Context: an optimization exercise on an open-source flow, tuned for small area. The choices shown serve that exercise and are no tape-out recipe. Where RTL was checked, it was by simulation tests only, not by an equivalence proof against the original. For runs 2 to 5, only the layout was checked, not whether the RTL still works. Power figures rest on the tool's default switching activity, not on a simulated workload.

File: design/flow/design.v
module protein_kontrol(
input clk,
input rst,
input [5:0] kodon1,
input [5:0] kodon2,
output [63:0] puan,
output reg [9:0] uzunluk,
output reg bitti_mi
    );
    wire [5:0] x = kodon1 ^ kodon2;
    wire d0 = x[1] | x[0];
    wire d1 = x[3] | x[2];
    wire d2 = x[5] | x[4];
    reg [1:0] m1, m2;
    reg [11:0] p;
    reg basla;
    wire start = kodon1 == 6'b000110;
    wire stop  = ~kodon1[5] & kodon1[4] & ~kodon1[2] & ~kodon1[0] & ~(kodon1[3] & kodon1[1]);
    wire uzun = &{uzunluk[9:5], uzunluk[3], uzunluk[0]};
    wire clr = rst | bitti_mi;
    wire [1:0] a = ~m2 & {2{basla}};
    wire [12:0] pc;
    wire [11:0] ps;
    assign ps[0] = p[0] ^ a[0];
    assign pc[1] = p[0] & a[0];
    assign ps[1] = p[1] ^ a[1] ^ pc[1];
    assign pc[2] = (p[1] & a[1]) | (pc[1] & (p[1] ^ a[1]));
    genvar i;
    generate for (i = 2; i < 12; i = i + 1) begin : pinc
        assign ps[i] = p[i] ^ pc[i];
        assign pc[i+1] = p[i] & pc[i];
    end endgenerate
    wire [10:0] lc;
    wire [9:0] ls;
    assign lc[0] = basla;
    generate for (i = 0; i < 10; i = i + 1) begin : linc
        assign ls[i] = uzunluk[i] ^ lc[i];
        assign lc[i+1] = uzunluk[i] & lc[i];
    end endgenerate
    always @(posedge clk) begin
        m1 <= {(d0 & d1) | (d0 & d2) | (d1 & d2), d0 ^ d1 ^ d2};
        m2 <= m1;
        basla <= ~clr & (basla | start);
        bitti_mi <= ~clr & (uzun | stop);
        uzunluk <= ls & {10{~clr}};
        p <= ps & {12{~clr}};
    end
    assign puan = {52'd0, p};
endmodule
File: design/flow/flow/run.sh
#!/bin/bash
set -euo pipefail
bash standard.sh synth > synth.log 2>&1
bash standard.sh SKIP_REPAIR_TIE_FANOUT=1 \
  "BUFFER_PORTS_ARGS=-buffer_cell sky130_fd_sc_hd__buf_1" \
  "CTS_ARGS=-buf_list sky130_fd_sc_hd__clkbuf_8 -root_buf sky130_fd_sc_hd__clkbuf_8 -dont_use_dummy_load" \
  finish > layout.log 2>&1
File: design/flow/standard.sh
#!/bin/bash
# synth_recipe.tcl (not shown) runs the flow's synth.tcl, then flattens the netlist and writes it again
# the make line also repeats each setting of config.mk as NAME=value (left out here)
make -C /OpenROAD-flow-scripts/flow DESIGN_CONFIG=/design/flow/config.mk WORK_HOME=/design/flow/orfs CLKGATE_MAP_FILE= SYNTH_SCRIPT=/design/flow/synth_recipe.tcl "${@:-finish}"
File: design/flow/config.mk
export PLATFORM = sky130hd
export DESIGN_NAME = protein_kontrol
export DESIGN_NICKNAME = protein_kontrol
export VERILOG_FILES = /design/flow/design.v
export SDC_FILE = /design/flow/constraint.sdc
export NUM_CORES = 8
export LEC_CHECK = 0
export CAP_MARGIN = 20
export CORE_MARGIN = 2
export CORE_UTILIZATION = 40
export SLEW_MARGIN = 20
File: design/flow/constraint.sdc
create_clock -name core_clock -period 5.0 [get_ports {clk}]
set_input_delay 1.0000 -clock core_clock [delete_from_list [all_inputs] [get_ports {clk}]]
set_output_delay 1.0000 -clock core_clock [all_outputs]
set_load 0.01 [all_outputs]
==> flow_summary.ini, run 1 <==
[run_status]
outcome = no timing/DRC/antenna violations

[timing]
slew_headroom_pct = 39.8
drv_slew = 0
setup_violations = 0
fin_setup_tns_ns = 0
fmax_mhz = 337
fin_crit_sh_pct = 59.3
hold_viol_final = 0
finClkSkew_ns = 0.0122
period_needed_ns = 2.97
tightest_slew_ns = 0.900
grt_setup_unrepaired = no

[die]
rows = 22
core-area_sq_mm = 0.00369
die_y_um = 66.0
pin_count = 89
initial_utilization_pct = 41.7
die_w_um = 66.0
die_area_sq_mm = 0.00435

[critical_path]
worstSetupPathType = flip-flop to flip-flop
worst-path-max-fanout = 4
ff2ff_setup_slack_ns = 2.03
critical_path.startpoint = basla
r2r-end = p[11]
r2r-start = basla
worstSetupEndpointType = flip-flop
reg2reg_depth = 14
crit_arrival_ns = 3.13
startpoint_type = flip-flop
crit_required_ns = 5.17

[worst_hold_path]
hold_path_depth = 0
min-delay-start = m1[0]
whs_endpoint = m2[0]
hold_class = flip-flop to flip-flop

[final_layout]
multi_input_area_sq_um = 576
syn2layout_area_growth_pct = -10.7
num-nets-final = 172
mostFrequentLayoutCells = buf_1, dfxtp_1, and2_1
final_util_pct = 37.2
antenna_cells = 0
seqCellArea_sq_um = 561
drive_gt1_share_pct = 3.70
final_common_cell = buf_1
fillCellCount = 400

[clock_tree]
cts_buffers = 3
h-tree-depth = 1
clockRootBuffer = clkbuf_8
numClockSinks = 28
postCtsSetupRepairBufs = 0
insertion_delay_ns = 0.26
ctsResizeCount = 0
cts_tree = built
clk_pin_slew_worst_paths_ns = 0.09
ctsLongestPathBuffers = 2
hold_buffers = 0

[power]
ir_drop_v = 0.000129
p_per_area_mw_per_mm2 = 277
p_leak_nw = 0.641
power_w = 0.000381

[routing]
routedWlPerCell_um = 10.3
vias = 764
route.detailed.drc = 0
drt-initial-drc-count = 21
drtPass1Iterations = 4
finalWirelength_um = 1880
antenna_left = 0
via_per_inst = 4.17

[grt]
antenna_found_initial = 0
overflow = 0
grt_max_degree = 53
grt_pass1_vias = 748
grt_pass1_wl_um = 3020
grtUsageTotal_pct = 8.91

[logic_synthesis]
postSynth.asyncResetShare_pct = 0
ys.flop_type = dfxtp_1
synth_nets = 185
netlist_area_sq_mm = 0.00154
synthCells = 150
synth-seq-cells = 28
synth_edf_count = 0
ys_seq_area_share_pct = 36.5
syn_avg_cell_area_sq_um = 10.2
ys_types = 17
yosys_warnings = 1

[placement]
io_buffers = 36
gp_congestion = 0.696
post-dp-hpwl_um = 1560

[job]
maxCapViolations = 0
## metrics by stage
step / instance area [sq um] / std cells / hold WS, ns / setup slack (ns)
2_1_floorplan: 1540 / 150 / 0.310 / 2.17
3_3_place_gp: 1330 / 180 / 0.312 / 2.08
3_5_place_dp: 1330 / 180 / 0.314 / 2.04
4_1_cts: 1370 / 183 / 0.324 / 2.02
5_1_grt: 1370 / 183 / 0.323 / 1.91
6_report: 1370 / 183 / 0.318 / 2.03
## sequential cells by signal (all words and copies together) (netlist names)
| register | cells |
|---|---|
| p | 12 |
| bitti_mi | 1 |
| uzunluk | 10 |
| basla | 1 |
| m2 | 2 |
| m1 | 2 |
## critical path, stage by stage (launching register included)
cell and delay [ns]:
dfxtp_1 0.34, nor2b_1 0.14, ha_1 0.18, fa_1 0.36, ha_1 0.19, ha_1 0.18
ha_1 0.18, ha_1 0.18, ha_1 0.18, ha_1 0.18, ha_1 0.18, ha_1 0.18
ha_1 0.19, xnor2_1 0.18, nor2_1 0.05
## cells by family (layout without fill, tap and decap cells)
kind of cell	Yosys count	count (layout)	synth area share (%)
AND/OR/NAND/NOR	36	36	13.9
XOR/XNOR	8	8	4.56
other	1	1	0.244
AO/OA/AOI/OAI	2	2	0.651
buffers and inverters	54	39	26.1
flip-flops	28	28	36.5
adder cells (fa/ha/maj)	21	21	18.1
## layer usage
layer	track usage [%]	routed length [um]	vias to the layer above
met3	2.39	232	0
met5	0	0	-
met2	15.2	855	44
met1	9.88	796	324
li1	-	-	396
met4	5.36	0	0
## cell usage after synthesis (2+ instances only)
master / instances / area, sq um
a21oi_1: 2 / 10.0
dfxtp_1: 28 / 561
ha_1: 19 / 238
nand2_1: 4 / 15.0
and2_1: 20 / 125
xnor2_1: 8 / 70.1
nor2b_1: 2 / 12.5
fa_1: 2 / 40.0
clkbuf_2: 2 / 10.0
buf_4: 52 / 390
nor2_1: 5 / 18.8
## cell type report
class / count / area share (%)
Timing Repair Buffer: 36 / 9.85
Multi-Input combinational cell: 68 / 41.9
Sequential cell: 28 / 40.8
Clock buffer: 3 / 3.01
Tap cell: 48 / 4.38
## report_power, final
part           internal [W]  switching, W
logic            0.00000832     0.0000273
registers          0.000230    0.00000177
clock network     0.0000538     0.0000593
total              0.000292     0.0000883
## worst max-delay path by stage
| stage | end | slack (ns) | cells past startpoint |
|---|---|---|---|
| detailed placement | p[11] | 2.04 | 14 |
| global placement | p[11] | 2.08 | 14 |
| CTS | p[11] | 2.02 | 14 |
| finish | p[11] | 2.03 | 14 |
| global route | p[11] | 1.91 | 14 |
| floorplan | p[10] | 2.17 | 13 |
==> run 2: changes to the inputs <==
==> design/flow/design.v (replaced) <==
module protein_kontrol(
input clk,
input rst,
input [5:0] kodon1,
input [5:0] kodon2,
output [63:0] puan,
output reg [9:0] uzunluk,
output reg bitti_mi
    );
    wire e0 = kodon1[1:0] == kodon2[1:0];
    wire e1 = kodon1[3:2] == kodon2[3:2];
    wire e2 = kodon1[5:4] == kodon2[5:4];
    reg [1:0] c1, c2;
    reg [11:0] p;
    reg basla;
    wire start = kodon1 == 6'b000110;
    wire stop  = kodon1 == 6'b011000 || kodon1 == 6'b010000 || kodon1 == 6'b010010;
    wire uzun = &{uzunluk[9:5], uzunluk[3], uzunluk[0]};
    always @(posedge clk) begin
        c1 <= e0 + e1 + e2;
        c2 <= c1;
        if (rst || bitti_mi) begin
            basla <= 1'b0;
            bitti_mi <= 1'b0;
            uzunluk <= 10'd0;
            p <= 12'd0;
        end else begin
            basla <= basla | start;
            bitti_mi <= uzun | stop;
            uzunluk <= uzunluk + {9'd0, basla};
            p <= p + (basla ? {10'd0, c2} : 12'd0);
        end
    end
    assign puan = {52'd0, p};
endmodule
==> run 2 against run 1 <==
  * Register-to-register slack better by 0.82 ns
  * Count of clock-buffer cells in the layout stayed put
  * Die area increased by 6.4%
  * Final cell count up 23%
  * Sequential share of layout area is 3.0 points lower
  * Synthesized area increased by 6.8%
  * Clock power grew 4%
  * Non-clock buffer count unchanged
  * Clock skew decreased by 0.0089 ns
==> flow_summary.ini, run 2 <==
[run_status]
outcome = no timing/DRC/antenna violations

[power]
power_frac_seq_pct = 60.2
ir_drop_v = 0.000236
p_comb_share_pct = 9.3
p_per_area_mw_per_mm2 = 260
cell_internal_pwr_w = 0.000292
swShare_pct = 24.2
p_clk_share_pct = 30.4
p_switching_w = 0.0000934
power_w = 0.000385
p_leak_nw = 0.514

[grt]
grtUsageTotal_pct = 11.0
grt_pass1_vias = 884
antenna_found_initial = 0
grt_max_degree = 53
grt_pass1_wl_um = 3950
overflow = 0

[timing]
fmax_mhz = 466
whs_ns = 0.332
fin_crit_sh_pct = 42.9
grt_setup_unrepaired = no
hold_viol_final = 0
drv_slew = 0
tightest_slew_ns = 0.576
finClkSkew_ns = 0.00329
period_needed_ns = 2.15
slew_headroom_pct = 61.6
setup_violations = 0
fin_setup_tns_ns = 0

[logic_synthesis]
synthAdderAreaFrac_pct = 5.49
synth_nets = 210
synth_compound_area_share_pct = 8.54
synth_edf_count = 0
yosys-top-cells-area = dfxtp_1, buf_4, xor2_1
ys_types = 29
yosys.area.top_type = dfxtp_1
synth-xor-area-share_pct = 5.87
synth_top_area_share_pct = 34.1
muxShareOfSynthArea_pct = 1.22
synth_top_family_by_area = buffers and inverters
netlist_area_sq_mm = 0.00164
postSynth.asyncResetShare_pct = 0
ys_top_cells_by_count = buf_4, dfxtp_1, a21oi_1, nor2_1, xor2_1
ys.flop_type = dfxtp_1
synthCells = 190
ys_seq_area_share_pct = 34.1
synth-seq-cells = 28
synthMostInstantiatedCell = buf_4
synth-simple-area-share_pct = 18.7
yosys_warnings = 1
syn_avg_cell_area_sq_um = 8.64

[critical_path]
crit_required_ns = 5.20
worstSetupEndpointType = flip-flop
r2r-start = basla
startpoint_type = flip-flop
worstSetupPathType = flip-flop to flip-flop
ff2ff_setup_slack_ns = 2.85
r2r-end = p[10]
worst-path-max-fanout = 6
crit_arrival_ns = 2.34
reg2reg_depth = 7

[routing]
top_layer = met4
drtPass1Iterations = 4
route.detailed.drc = 0
route.met2.wl_um = 1030
routedWlPerCell_um = 11.0
finalWirelength_um = 2470
antenna_left = 0
met3_length_um = 192
wl_met1_um = 1220
vias = 1084
via_per_inst = 4.82
drt-initial-drc-count = 52

[worst_hold_path]
whs_endpoint = c2[1]
hold_path_depth = 0
hold_class = flip-flop to flip-flop
min-delay-start = c1[1]

[final_layout]
antenna_cells = 0
regMostFlops = p
syn2layout_area_growth_pct = -9.68
fin_cells = 225
largestRegisters = p: 12 flops, uzunluk: 10 flops
drive_gt1_share_pct = 2.29
final_util_pct = 37.3
fillCellCount = 434
largest_reg_flops = 12
num-nets-final = 197
mostFrequentLayoutCells = buf_1, dfxtp_1, a21oi_1
final_common_cell = buf_1

[placement]
post-dp-hpwl_um = 1860
gp_congestion = 0.737
dp.cells = 222
io_buffers = 36

[die]
rows = 23
die_area_sq_mm = 0.00463
initial_utilization_pct = 41.3
core-area_sq_mm = 0.00397
pin_count = 89
die_y_um = 68.1
die_w_um = 68.1

[clock_tree]
ctsLongestPathBuffers = 2
cts_tree = built
postCtsSetupRepairBufs = 0
insertion_delay_ns = 0.27
cts_buffers = 3
clk_pin_slew_worst_paths_ns = 0.09
ctsResizeCount = 0
h-tree-depth = 1
numClockSinks = 28
clockRootBuffer = clkbuf_8
hold_buffers = 0

[job]
maxCapViolations = 0
==> run 2: power groups by stage <==
stage	sequential [W]	combinational, W	clock [W]
6_report	0.000232	0.0000360	0.000117
5_1_grt	0.000233	0.0000419	0.000131
4_1_cts	0.000232	0.0000359	0.000124
3_5_place_dp	0.000237	0.0000359	0
3_3_place_gp	0.000237	0.0000357	0
2_1_floorplan	0.000237	0.0000581	0
==> run 2: per-stage QoR <==
step           area, sq um  setup slack, ns
4_1_cts               1480             2.83
5_1_grt               1480             2.71
6_report              1480             2.85
2_1_floorplan         1640             3.03
3_5_place_dp          1440             2.88
3_3_place_gp          1440             2.94
==> run 2: cell families (layout without fill, tap and decap cells) <==
group / count (synthesis) / in the layout
compound gates: 25 / 25
xor+xnor: 11 / 11
fa+ha+maj: 6 / 6
buf+inv: 61 / 46
flops: 28 / 28
mux: 2 / 2
other cells: 1 / 1
simple gates: 56 / 56
==> run 2: worst max-delay path by stage <==
stage,startpoint,end,slack [ns],cells after the start
6_report,basla,p[10],2.85,7
5_1_grt,basla,p[10],2.71,7
4_1_cts,basla,p[10],2.83,7
3_5_place_dp,basla,p[10],2.88,7
3_3_place_gp,basla,p[10],2.94,7
2_1_floorplan,basla,p[10],3.03,7
==> run 2: per-layer routing <==
metal	vias to the layer above	track usage, %
met5	-	0
met4	0	1.75
met3	2	3.45
met2	31	16.1
met1	489	15.9
li1	562	-
==> run 2: critical path, stage by stage (launching register included) <==
cell      delay (ns)
dfxtp_1         0.38
and2_1          0.14
ha_1            0.15
inv_1           0.05
fa_1            0.41
nand4b_1        0.29
or4_1           0.51
a21oi_1         0.14
==> run 2: cell type report <==
class | instances | area (sq um) | share of cell area, %
clock buffers | 3 | 41.3 | 2.78
inverters | 7 | 26.3 | 1.77
flip-flops and latches | 28 | 561 | 37.8
multi-input cells | 101 | 657 | 44.3
well taps | 50 | 62.6 | 4.22
repair buffers | 36 | 135 | 9.11
==> run 3: changes to the inputs <==
==> design/flow/flow/run.sh (replaced) <==
#!/bin/bash
set -euo pipefail
bash standard.sh synth > synth.log 2>&1
bash standard.sh SKIP_REPAIR_TIE_FANOUT=1 \
  "BUFFER_PORTS_ARGS=-buffer_cell sky130_fd_sc_hd__buf_1" \
  "CTS_ARGS=-sink_clustering_enable -sink_clustering_size 30 -sink_clustering_max_diameter 500 -buf_list sky130_fd_sc_hd__clkbuf_8 -root_buf sky130_fd_sc_hd__clkbuf_8 -dont_use_dummy_load" \
  finish > layout.log 2>&1
==> run 3 against run 2 <==
  * Final cell count unchanged
  * Sequential share of layout area is the same
  * Register-to-register slack barely moved
  * Synthesized area did not move
  * Critical path depth stayed put
  * Sequential power barely moved
  * Combinational power is essentially flat
  * Synthesized cell count unchanged
  * Die area is the same
==> flow_summary.ini, run 3 <==
[timing]
setup_violations = 0
hold_viol_final = 0
finClkSkew_ns = 0.00329
drv_slew = 0
fmax_mhz = 466
fin_setup_tns_ns = 0
period_needed_ns = 2.15
tightest_slew_ns = 0.576
grt_setup_unrepaired = no
fin_crit_sh_pct = 42.9
layout_setup_ws_ns = 2.85
slew_headroom_pct = 61.6

[critical_path]
crit_arrival_ns = 2.34
slowest_stage = or4_1
r2r-start = basla
crit_required_ns = 5.20
worstSetupEndpointType = flip-flop
r2r-end = p[10]
reg2reg_depth = 7
worst-path-max-fanout = 6
slowest_delay_ns = 0.51
ff2ff_setup_slack_ns = 2.85
worstPathCellList = and2_1 > ha_1 > inv_1 > fa_1 > nand4b_1 > or4_1 > a21oi_1
startpoint_type = flip-flop
worstSetupPathType = flip-flop to flip-flop

[grt]
grtUsageTotal_pct = 11.0
grt_pass1_vias = 884
antenna_found_initial = 0
grt_pass1_wl_um = 3950
overflow = 0
grt_max_degree = 53

[logic_synthesis]
synthMostInstantiatedCell = buf_4
ys_top_cells_by_count = buf_4, dfxtp_1, a21oi_1, nor2_1, xor2_1
yosys-top-cells-area = dfxtp_1, buf_4, xor2_1
postSynth.asyncResetShare_pct = 0
syn_avg_cell_area_sq_um = 8.64
ys_types = 29
synthCells = 190
ys_seq_area_share_pct = 34.1
synth-seq-cells = 28
ys.flop_type = dfxtp_1
netlist_area_sq_mm = 0.00164
synth_top_area_share_pct = 34.1
synth_nets = 210
yosys.area.top_type = dfxtp_1
synth_edf_count = 0
yosys_warnings = 1

[final_layout]
drive_gt1_share_pct = 2.29
syn2layout_area_growth_pct = -9.68
fillCellCount = 434
mostFrequentLayoutCells = buf_1, dfxtp_1, a21oi_1
antenna_cells = 0
fin_cells = 225
largest_reg_flops = 12
regMostFlops = p
final_common_cell = buf_1
largestRegisters = p: 12 flops, uzunluk: 10 flops
num-nets-final = 197

[clock_tree]
cts_tree = built
ctsLongestPathBuffers = 2
clk_pin_slew_worst_paths_ns = 0.09
hold_buffers = 0
numClockSinks = 28
postCtsSetupRepairBufs = 0
ctsResizeCount = 0
insertion_delay_ns = 0.27
cts_buffers = 3
h-tree-depth = 1
clockRootBuffer = clkbuf_8

[routing]
via_per_inst = 4.82
drt-initial-drc-count = 52
vias = 1084
route.detailed.drc = 0
drtPass1Iterations = 4
finalWirelength_um = 2470
routedWlPerCell_um = 11.0
antenna_left = 0

[worst_hold_path]
min-delay-start = c1[1]
hold_path_depth = 0
whs_endpoint = c2[1]
hold_class = flip-flop to flip-flop

[placement]
dp.cells = 222
gp_congestion = 0.737
post-dp-hpwl_um = 1860
io_buffers = 36
dp_worst_setup_slack_ns = 2.88

[die]
rows = 23
die_y_um = 68.1
initial_utilization_pct = 41.3
pin_count = 89
die_w_um = 68.1
die_area_sq_mm = 0.00463
core-area_sq_mm = 0.00397

[power]
power_frac_seq_pct = 60.2
cell_internal_pwr_w = 0.000292
p_leak_nw = 0.514
ir_drop_v = 0.000236
p_per_area_mw_per_mm2 = 260
p_clk_share_pct = 30.4
p_switching_w = 0.0000934
swShare_pct = 24.2
p_comb_share_pct = 9.3

[run_status]
outcome = no timing/DRC/antenna violations

[job]
maxCapViolations = 0
-- run 3: cell counts after synthesis --
No cell type changed its count.
-- run 3: logic make-up after synthesis --
group / count (synthesis) / share of synthesized area (%)
buf+inv: 61 / 25.8
simple gates: 56 / 18.7
flops: 28 / 34.1
compound gates: 25 / 8.54
xor+xnor: 11 / 5.87
fa+ha+maj: 6 / 5.49
mux: 2 / 1.22
other cells: 1 / 0.228
-- run 3: area by class of cell --
cell class | instances | area (sq um) | area share [%]
inverter | 7 | 26.3 | 1.77
timing repair buffer | 36 | 135 | 9.11
multi-input combinational | 101 | 657 | 44.3
clock buffer | 3 | 41.3 | 2.78
sequential | 28 | 561 | 37.8
tap | 50 | 62.6 | 4.22
-- run 3: worst max-delay path by stage --
stage	to	start	cells past startpoint
6_report	p[10]	basla	7
5_1_grt	p[10]	basla	7
4_1_cts	p[10]	basla	7
3_5_place_dp	p[10]	basla	7
3_3_place_gp	p[10]	basla	7
2_1_floorplan	p[10]	basla	7
-- run 3: metrics by stage --
stage	util (%)	instance area, sq um	hold WS (ns)	total power (W)
final	37.3	1480	0.332	0.000385
after global routing	37.3	1480	0.342	0.000406
after CTS	37.3	1480	0.336	0.000392
after detailed placement	36.3	1440	0.314	0.000273
after global placement	36.3	1440	0.310	0.000273
after floorplan	-	1640	0.310	0.000295
-- run 3: power groups by stage --
stage               combinational (W)  sequential [W]  clock (W)
global placement            0.0000357        0.000237          0
global route                0.0000419        0.000233   0.000131
CTS                         0.0000359        0.000232   0.000124
floorplan                   0.0000581        0.000237          0
detailed placement          0.0000359        0.000237          0
finish                      0.0000360        0.000232   0.000117
-- run 3: metal layers --
layer  track usage [%]  vias up  share of wire (%)
met5                 0        -                  0
met4              1.75        0               0.77
met3              3.45        2                7.8
met2              16.1       31                 42
met1              15.9      489                 50
li1                  -      562                  -
-- run 3: critical path: cells and delay by family, from the launching register on --
family / cells / cell delay (ns)
simple gates: 3 / 0.94
fa+ha+maj: 2 / 0.56
buf+inv: 1 / 0.05
compound gates: 1 / 0.14
flops: 1 / 0.38
==> run 4: changes to the inputs <==
==> design/flow/flow/run.sh (replaced) <==
#!/bin/bash
# Own layout flow: the standard synthesis unchanged, then the standard ORFS
# layout with two changes:
#  - the constant-0 outputs share the one tie cell synthesis makes (no per-port
#    tie cells, SKIP_REPAIR_TIE_FANOUT);
#  - port buffers use the smallest buffer, buf_1, instead of clkdlybuf4s50_1.
set -euo pipefail
bash standard.sh synth > synth.log 2>&1
bash standard.sh SKIP_REPAIR_TIE_FANOUT=1 \
  "BUFFER_PORTS_ARGS=-buffer_cell sky130_fd_sc_hd__buf_1" finish > layout.log 2>&1
==> run 4 against run 3 <==
  * Still clean on timing, DRC and antenna
  * Sequential power barely moved
  * Routed wire length rose by 0.28%
  * Critical path type unchanged
  * Highest routed layer unchanged
  * Sequential share of layout area down 0.35 points
  * First-iteration DRC count increased by 7.7%
  * Global-route usage up 0.34 points
  * Critical endpoint unchanged
  * Flip-flop and latch count stayed put
  * Clock power rose by 17%
==> flow_summary.ini, run 4 <==
[job]
maxCapViolations = 0

[critical_path]
crit_cells = 7
setup.worst_path.end = p[10]
worstPathCellList = and2_1 > ha_1 > inv_1 > fa_1 > nand4b_1 > or4_1 > a21oi_1
r2r-start = basla
worstSetupEndpointType = flip-flop
slowest_stage = or4_1
reg2reg_depth = 7
ff2ff_setup_slack_ns = 2.86
worstSetupPathType = flip-flop to flip-flop
slowest_delay_ns = 0.52
worst-path-max-fanout = 6
r2r-end = p[10]
crit_arrival_ns = 2.35
crit_required_ns = 5.21
startpoint_type = flip-flop
cp_top_family = simple AND/OR/NAND/NOR gates
path_buf_inv = 1
critical_path.startpoint = basla

[placement]
dpl-instance-area_sq_mm = 0.00144
io_buffers = 36
post-dp-hpwl_um = 1860
gp_congestion = 0.737

[timing]
fmax_mhz = 466
tightest_slew_ns = 0.565
drv_slew = 0
hold_viol_final = 0
fin_setup_tns_ns = 0
setup_violations = 0
grt_setup_unrepaired = no
slew_headroom_pct = 62.3
fin_crit_sh_pct = 42.9
finClkSkew_ns = 0.00317
period_needed_ns = 2.14

[die]
die_area_sq_mm = 0.00463
core-area_sq_mm = 0.00397
initial_utilization_pct = 41.3
die_y_um = 68.1
die_w_um = 68.1
rows = 23
pin_count = 89

[clock_tree]
h-tree-depth = 1
clk_pin_slew_worst_paths_ns = 0.09
postCtsSetupRepairBufs = 0
cts_buffers = 3
clockRootBuffer = clkbuf_8
hold_buffers = 0
ctsResizeCount = 0
numClockSinks = 28
insertion_delay_ns = 0.27
ctsLongestPathBuffers = 2
cts_tree = built

[final_layout]
final_common_cell = buf_1
drive_gt1_share_pct = 2.84
largest_reg_flops = 12
largestRegisters = p: 12 flops, uzunluk: 10 flops
syn2layout_area_growth_pct = -8.84
mostFrequentLayoutCells = buf_1, dfxtp_1, a21oi_1
num-nets-final = 197
regMostFlops = p
antenna_cells = 0
fin_area_sq_mm = 0.00150

[routing]
drt-initial-drc-count = 56
via_per_inst = 4.81
antenna_left = 0
route.detailed.drc = 0
routedWlPerCell_um = 11.0
drtPass1Iterations = 4
vias = 1087
finalWirelength_um = 2480

[grt]
grt_max_degree = 53
antenna_found_initial = 0
grtUsageTotal_pct = 11.3
grt_pass1_vias = 889
grt_pass1_wl_um = 4000
overflow = 0

[logic_synthesis]
synthMostInstantiatedCell = buf_4
synthCells = 190
ys.flop_type = dfxtp_1
synth_top_area_share_pct = 34.1
yosys.area.top_type = dfxtp_1
synth-seq-cells = 28
ys_seq_area_share_pct = 34.1
synth_edf_count = 0
yosys-top-cells-area = dfxtp_1, buf_4, xor2_1
postSynth.asyncResetShare_pct = 0
synth_nets = 210
netlist_area_sq_mm = 0.00164
yosys_warnings = 1
ys_top_cells_by_count = buf_4, dfxtp_1, a21oi_1, nor2_1, xor2_1
syn_avg_cell_area_sq_um = 8.64
ys_types = 29

[power]
p_leak_nw = 0.521
p_per_area_mw_per_mm2 = 271
ir_drop_v = 0.000221

[worst_hold_path]
hold_class = flip-flop to flip-flop

[run_status]
outcome = no timing/DRC/antenna violations
[run 4: cell counts after synthesis]
No cell type changed its count.
[run 4: logic make-up (layout without fill, tap and decap cells)]
logic type               count (synthesis)  after routing  synth area share (%)
buffers and inverters                   61             47                  25.8
AND/OR/NAND/NOR                         56             56                  18.7
flip-flops                              28             28                  34.1
AO/OA/AOI/OAI                           25             25                  8.54
XOR/XNOR                                11             11                  5.87
adder cells (fa/ha/maj)                  6              6                  5.49
multiplexers                             2              2                  1.22
other                                    1              1                 0.228
[run 4: per-layer routing]
metal / share of wire (%) / vias to the layer above / global-route usage (%)
li1: - / 563 / -
met1: 49 / 488 / 16.0
met2: 42 / 32 / 16.1
met3: 7.8 / 4 / 3.95
met4: 1.1 / 0 / 3.25
met5: 0 / - / 0
[run 4: power by group]
group | internal [W] | switching, W
Combinational | 0.00000763 | 0.0000283
Clock | 0.0000704 | 0.0000665
Sequential | 0.000230 | 0.00000175
[run 4: how the worst min path moves through the flow]
stage	start	end	slack, ns	depth (start not counted)
after CTS	c1[1]	c2[1]	0.34	0
after global routing	c1[0]	c2[0]	0.34	0
after floorplan	c1[0]	c2[0]	0.31	0
after global placement	c1[1]	c2[1]	0.31	0
after detailed placement	c1[1]	c2[1]	0.31	0
final	c1[1]	c2[1]	0.33	0
[run 4: metrics by stage]
step	power, W	setup slack [ns]	std cells	hold WS (ns)	utilization [%]
after CTS	0.000413	2.84	226	0.336	37.7
after detailed placement	0.000273	2.88	222	0.314	36.3
after global placement	0.000273	2.94	222	0.310	36.3
after global routing	0.000429	2.72	226	0.342	37.7
final	0.000405	2.86	226	0.332	37.7
after floorplan	0.000295	3.03	190	0.310	-
[run 4: layout make-up]
cell class | instances | area, sq um
Multi-Input combinational cell | 101 | 657
Sequential cell | 28 | 561
Fill cell | 432 | 2470
Clock buffer | 4 | 55.1
Tap cell | 50 | 62.6
Timing Repair Buffer | 36 | 135
Inverter | 7 | 26.3
==> run 5: changes to the inputs <==
==> design/flow/design.v (replaced) <==
`timescale 1ns / 1ps
module nukleotid_kontrol(
input clk,
input [1:0] nukleotid1,
input [1:0] nukleotid2,
output reg cikis
    );
    always@(posedge clk)
    begin
    if(nukleotid1==nukleotid2)
        cikis <= 1'b1;
    else
        cikis <= 1'b0;
    end
endmodule
`timescale 1ns / 1ps
module kodon_kontrol(
input clk,
input [5:0] kodon1,
input [5:0] kodon2,
output reg [1:0] skor
    );
    wire  cikis1,cikis2,cikis3;
    nukleotid_kontrol u0 (clk,kodon1[5:4],kodon2[5:4],cikis1);
    nukleotid_kontrol u1 (clk,kodon1[3:2],kodon2[3:2],cikis2);
    nukleotid_kontrol u2 (clk,kodon1[1:0],kodon2[1:0],cikis3);
    always@(posedge clk)  
    begin
    if(cikis1==1'b0&&cikis2==1'b0&&cikis3==1'b0)
     skor <= 2'b00;
    else if (cikis1==1'b1&&cikis2==1'b1&&cikis3==1'b1)  
     skor <= 2'b11;
     else if (cikis1==1'b0&&cikis2==1'b0&&cikis3==1'b1)
     skor <= 2'b01;
     else if (cikis1==1'b0&&cikis2==1'b1&&cikis3==1'b0)
     skor <= 2'b01;
     else if (cikis1==1'b1&&cikis2==1'b0&&cikis3==1'b0)
     skor <= 2'b01;
     else
     skor <= 2'b10;
    end
endmodule
`timescale 1ns / 1ps
module protein_kontrol(
input clk,
input rst,  
input [5:0] kodon1,
input [5:0] kodon2,
output reg [63:0] puan,
output reg [9:0] uzunluk,
output reg bitti_mi
    );
    wire [1:0] cikis;  
    kodon_kontrol u0 (clk,kodon1,kodon2,cikis);
    reg [9:0] uzunluk_next;
    reg [63:0] puan_next;
    reg bitti_mi_next;
    reg basla,basla_next;  
    always@* begin
    uzunluk_next = uzunluk;
    puan_next = puan;
    bitti_mi_next = bitti_mi;
    basla_next = basla;
    if(kodon1==6'b000110)
        basla_next = 1'b1;
    if(uzunluk > 1000)
        bitti_mi_next = 1'b1;
    if(kodon1 == 6'b011000 || kodon1 == 6'b010000 || kodon1 == 6'b010010)  
        bitti_mi_next = 1'b1;
    if(basla && !bitti_mi)
    begin
        uzunluk_next = uzunluk + 1;
        puan_next = puan + cikis;
        basla_next = 1'b1;  
    end
    if(bitti_mi)
    begin
        uzunluk_next =0;
        puan_next = 0;
        bitti_mi_next = 0;  
        basla_next = 0;  
    end
    end
    always@(posedge clk)
    begin
    if(rst)
    begin
    basla <= 1'b0;
    bitti_mi <= 1'b0;
    uzunluk <= 10'd0;
    puan <= 64'd0;
    end
    else
    begin
    basla <= basla_next;
    bitti_mi <= bitti_mi_next;
    uzunluk <= uzunluk_next;
    puan <= puan_next;
    end
    end
endmodule
==> design/flow/run.sh (new file) <==
#!/bin/bash
# synth_recipe.tcl (not shown) runs the flow's synth.tcl, then flattens the netlist and writes it again
# the make line also repeats each setting of config.mk as NAME=value (left out here)
make -C /OpenROAD-flow-scripts/flow DESIGN_CONFIG=/design/flow/config.mk WORK_HOME=/design/flow/orfs CLKGATE_MAP_FILE= SYNTH_SCRIPT=/design/flow/synth_recipe.tcl finish
removed: design/flow/flow/run.sh
removed: design/flow/standard.sh
==> run 5 against run 4 <==
  * Still clean on timing, DRC and antenna
  * Sequential power grew to 2.8 times the previous value
  * Final cell count rose to 2.9 times the previous value
  * Critical path depth up 1
  * Clock power rose to 3.7 times the previous value
  * Synthesized cell count is 130% higher
  * Routed wire length rose to 3.8 times the previous value
  * First-iteration DRC count rose to 3.1 times the previous value
  * Flip-flop and latch count is 53 higher
  * Critical endpoint is now puan[50]
  * Highest routed layer unchanged
==> flow_summary.ini, run 5 <==
[logic_synthesis]
synth_top_area_share_pct = 42.8
yosys-top-cells-area = dfxtp_1, xor2_1, nor2_1
ys_top_cells_by_count = dfxtp_1, nor2_1, a21oi_1, xor2_1, nand4_1
netlist_area_sq_mm = 0.00379
synth_nets = 461
synthCells = 442
ys_seq_area_share_pct = 42.8
synthMostInstantiatedCell = dfxtp_1
postSynth.asyncResetShare_pct = 0
syn_avg_cell_area_sq_um = 8.58
ys.flop_type = dfxtp_1
synth_edf_count = 0
ys_types = 45
synth-seq-cells = 81
yosys.area.top_type = dfxtp_1
yosys_warnings = 3

[clock_tree]
clk_pin_slew_worst_paths_ns = 0.08
insertion_delay_ns = 0.35
postCtsSetupRepairBufs = 0
numClockSinks = 81
cts_buffers = 9
hold_buffers = 0
ctsLongestPathBuffers = 2
ctsResizeCount = 0
h-tree-depth = 3
clockRootBuffer = clkbuf_8
cts_tree = built

[critical_path]
crit_required_ns = 5.28
worstSetupPathType = flip-flop to flip-flop
startpoint_type = flip-flop
worstSetupEndpointType = flip-flop
crit_arrival_ns = 3.62
worst-path-max-fanout = 15
reg2reg_depth = 8

[final_layout]
final_util_pct = 54.1
num-nets-final = 546
fillCellCount = 871
fin_area_sq_mm = 0.00500
mostFrequentLayoutCells = clkdlybuf4s50_1, dfxtp_1, nor2_1
drive_gt1_share_pct = 6.40
antenna_cells = 0
fin_cells = 660
regMostFlops = puan
multi_input_area_sq_mm = 0.00208
syn2layout_area_growth_pct = 31.9
largestRegisters = puan: 64 flops, uzunluk: 10 flops, u0.skor: 2 flops
largest_reg_flops = 64
seqCellArea_sq_mm = 0.00162
final_common_cell = clkdlybuf4s50_1

[routing]
antenna_left = 0
routedWlPerCell_um = 14.3
vias = 3474
route.detailed.drc = 0
finalWirelength_um = 9420
via_per_inst = 5.26
drtPass1Iterations = 4
drt-initial-drc-count = 171

[timing]
tightest_slew_ns = 0.945
hold_viol_final = 0
fin_setup_tns_ns = 0
fmax_mhz = 299
setup_violations = 0
whs_ns = 0.473
drv_slew = 0
fin_crit_sh_pct = 66.8
period_needed_ns = 3.34
slew_headroom_pct = 37.0
grt_setup_unrepaired = no
finClkSkew_ns = 0.00979

[placement]
dpl-instance-area_sq_mm = 0.00479
gp_congestion = 0.820
post-dp-hpwl_um = 6660
io_buffers = 88
dp.cells = 645

[job]
maxCapViolations = 0

[die]
pin_count = 89
core-area_sq_mm = 0.00924
die_area_sq_mm = 0.0103
die_w_um = 101
die_y_um = 101
initial_utilization_pct = 41.0
rows = 35

[grt]
antenna_found_initial = 0
grt_pass1_vias = 3197
grt_pass1_wl_um = 15700
grt_max_degree = 48
overflow = 0
grtUsageTotal_pct = 18.9

[power]
p_leak_nw = 1.60
p_per_area_mw_per_mm2 = 241
ir_drop_v = 0.000137

[worst_hold_path]
hold_class = flip-flop to flip-flop
hold_path_depth = 1

[run_status]
outcome = no timing/DRC/antenna violations
[run 5: cell types whose count changed after synthesis, sizes merged, moves of 6 or more]
cell,previous run,this run
dfxtp,28,81
nand2,8,27
xnor2,1,18
clkbuf,2,10
nor4,1,7
nor3,1,7
o21ai,6,22
a21oi,13,32
or3,7,23
nand3,8,20
nand4,3,33
buf,52,5
xor2,10,32
nor2,12,66
[run 5: area by class of cell]
cell class / instances / share of cell area (%)
clock inverters: 6 / 1.68
well taps: 129 / 3.23
clock buffers: 9 / 2.48
repair buffers: 89 / 17.8
flip-flops and latches: 81 / 32.4
multi-input cells: 334 / 41.5
inverters: 12 / 0.901
[run 5: per-layer routing]
layer | vias to the layer above | GRT usage (%) | wire length (um)
li1 | 1736 | - | -
met1 | 1647 | 26.0 | 4540
met2 | 85 | 30.2 | 4340
met3 | 6 | 3.04 | 479
met4 | 0 | 6.44 | 58
met5 | - | 0 | 0
[run 5: worst max-delay path: stages (launching register included)]
cell,delay (ns)
dfxtp_1,0.36
ha_1,0.18
inv_1,0.05
fa_1,0.39
nand4bb_1,0.31
nor3_2,0.73
nand4_1,0.58
or3_1,0.51
a21oi_1,0.15
[run 5: metrics by stage]
| stage | setup slack, ns | total power, W |
|---|---|---|
| 2_1_floorplan | 2.45 | 0.000692 |
| 3_3_place_gp | 1.81 | 0.000710 |
| 3_5_place_dp | 1.68 | 0.000712 |
| 4_1_cts | 1.65 | 0.00122 |
| 5_1_grt | 1.39 | 0.00126 |
| 6_report | 1.66 | 0.00121 |
[run 5: logic make-up (layout without fill, tap and decap cells)]
logic type	count (synthesis)	in the layout	synth area share [%]
xor gates and xnor gates	50	50	11.5
muxes	2	2	0.528
and+or+nand+nor	213	213	31.2
adders and majority gates	6	6	2.11
DFF	81	81	42.8
buffers and inverters	27	116	2.87
AOI/OAI and AO/OA	63	63	8.94
[run 5: path summary, 6_finish.rpt]
kind / start / end / slack (ns)
max: puan[0] / puan[50] / 1.66
min: u0.u1.cikis / u0.skor[0] / 0.47
max reg2reg: puan[0] / puan[50] / 1.66
min reg2reg: u0.u1.cikis / u0.skor[0] / 0.47
[run 5: power by group]
group	internal [W]	switching [W]
clock network	0.000277	0.000233
registers	0.000651	0.00000410
logic	0.0000191	0.0000213
total	0.000947	0.000259

## what the ideal ports hide
The flow's constraints put no driver on any port. The routed layouts listed below were extracted and timed again, unchanged, in two steps. Step 1 sets driving cells, clkbuf_16 on the clock port and buf_2 on the other inputs (assumed; they add their load-dependent delay and slew). Step 2 also shifts input and output timing later by t, the mid clock arrival at the registers, as if the neighbouring blocks saw the same clock. Slacks: ideal ports / drivers / drivers and shift; pairs: ideal ports / drivers.
run	shift t [ns]	slack for setup (ns)	hold slack, ns	worst register clock-pin slew, ns	cell pins on the clock port's net
run 1	0.279	2.035 / 2.035 / 2.035	0.318 / 0.318 / 0.318	0.09 / 0.09	1
run 2	0.290	2.855 / 2.855 / 2.855	0.332 / 0.332 / 0.332	0.09 / 0.09	1
run 3	0.290	2.855 / 2.855 / 2.855	0.332 / 0.332 / 0.332	0.09 / 0.09	1
run 4	0.294	2.856 / 2.856 / 2.856	0.332 / 0.332 / 0.332	0.09 / 0.09	1
run 5	0.378	1.659 / 1.659 / 1.659	0.473 / 0.473 / 0.473	0.08 / 0.08	1
After both steps setup and hold are still met in every run listed.
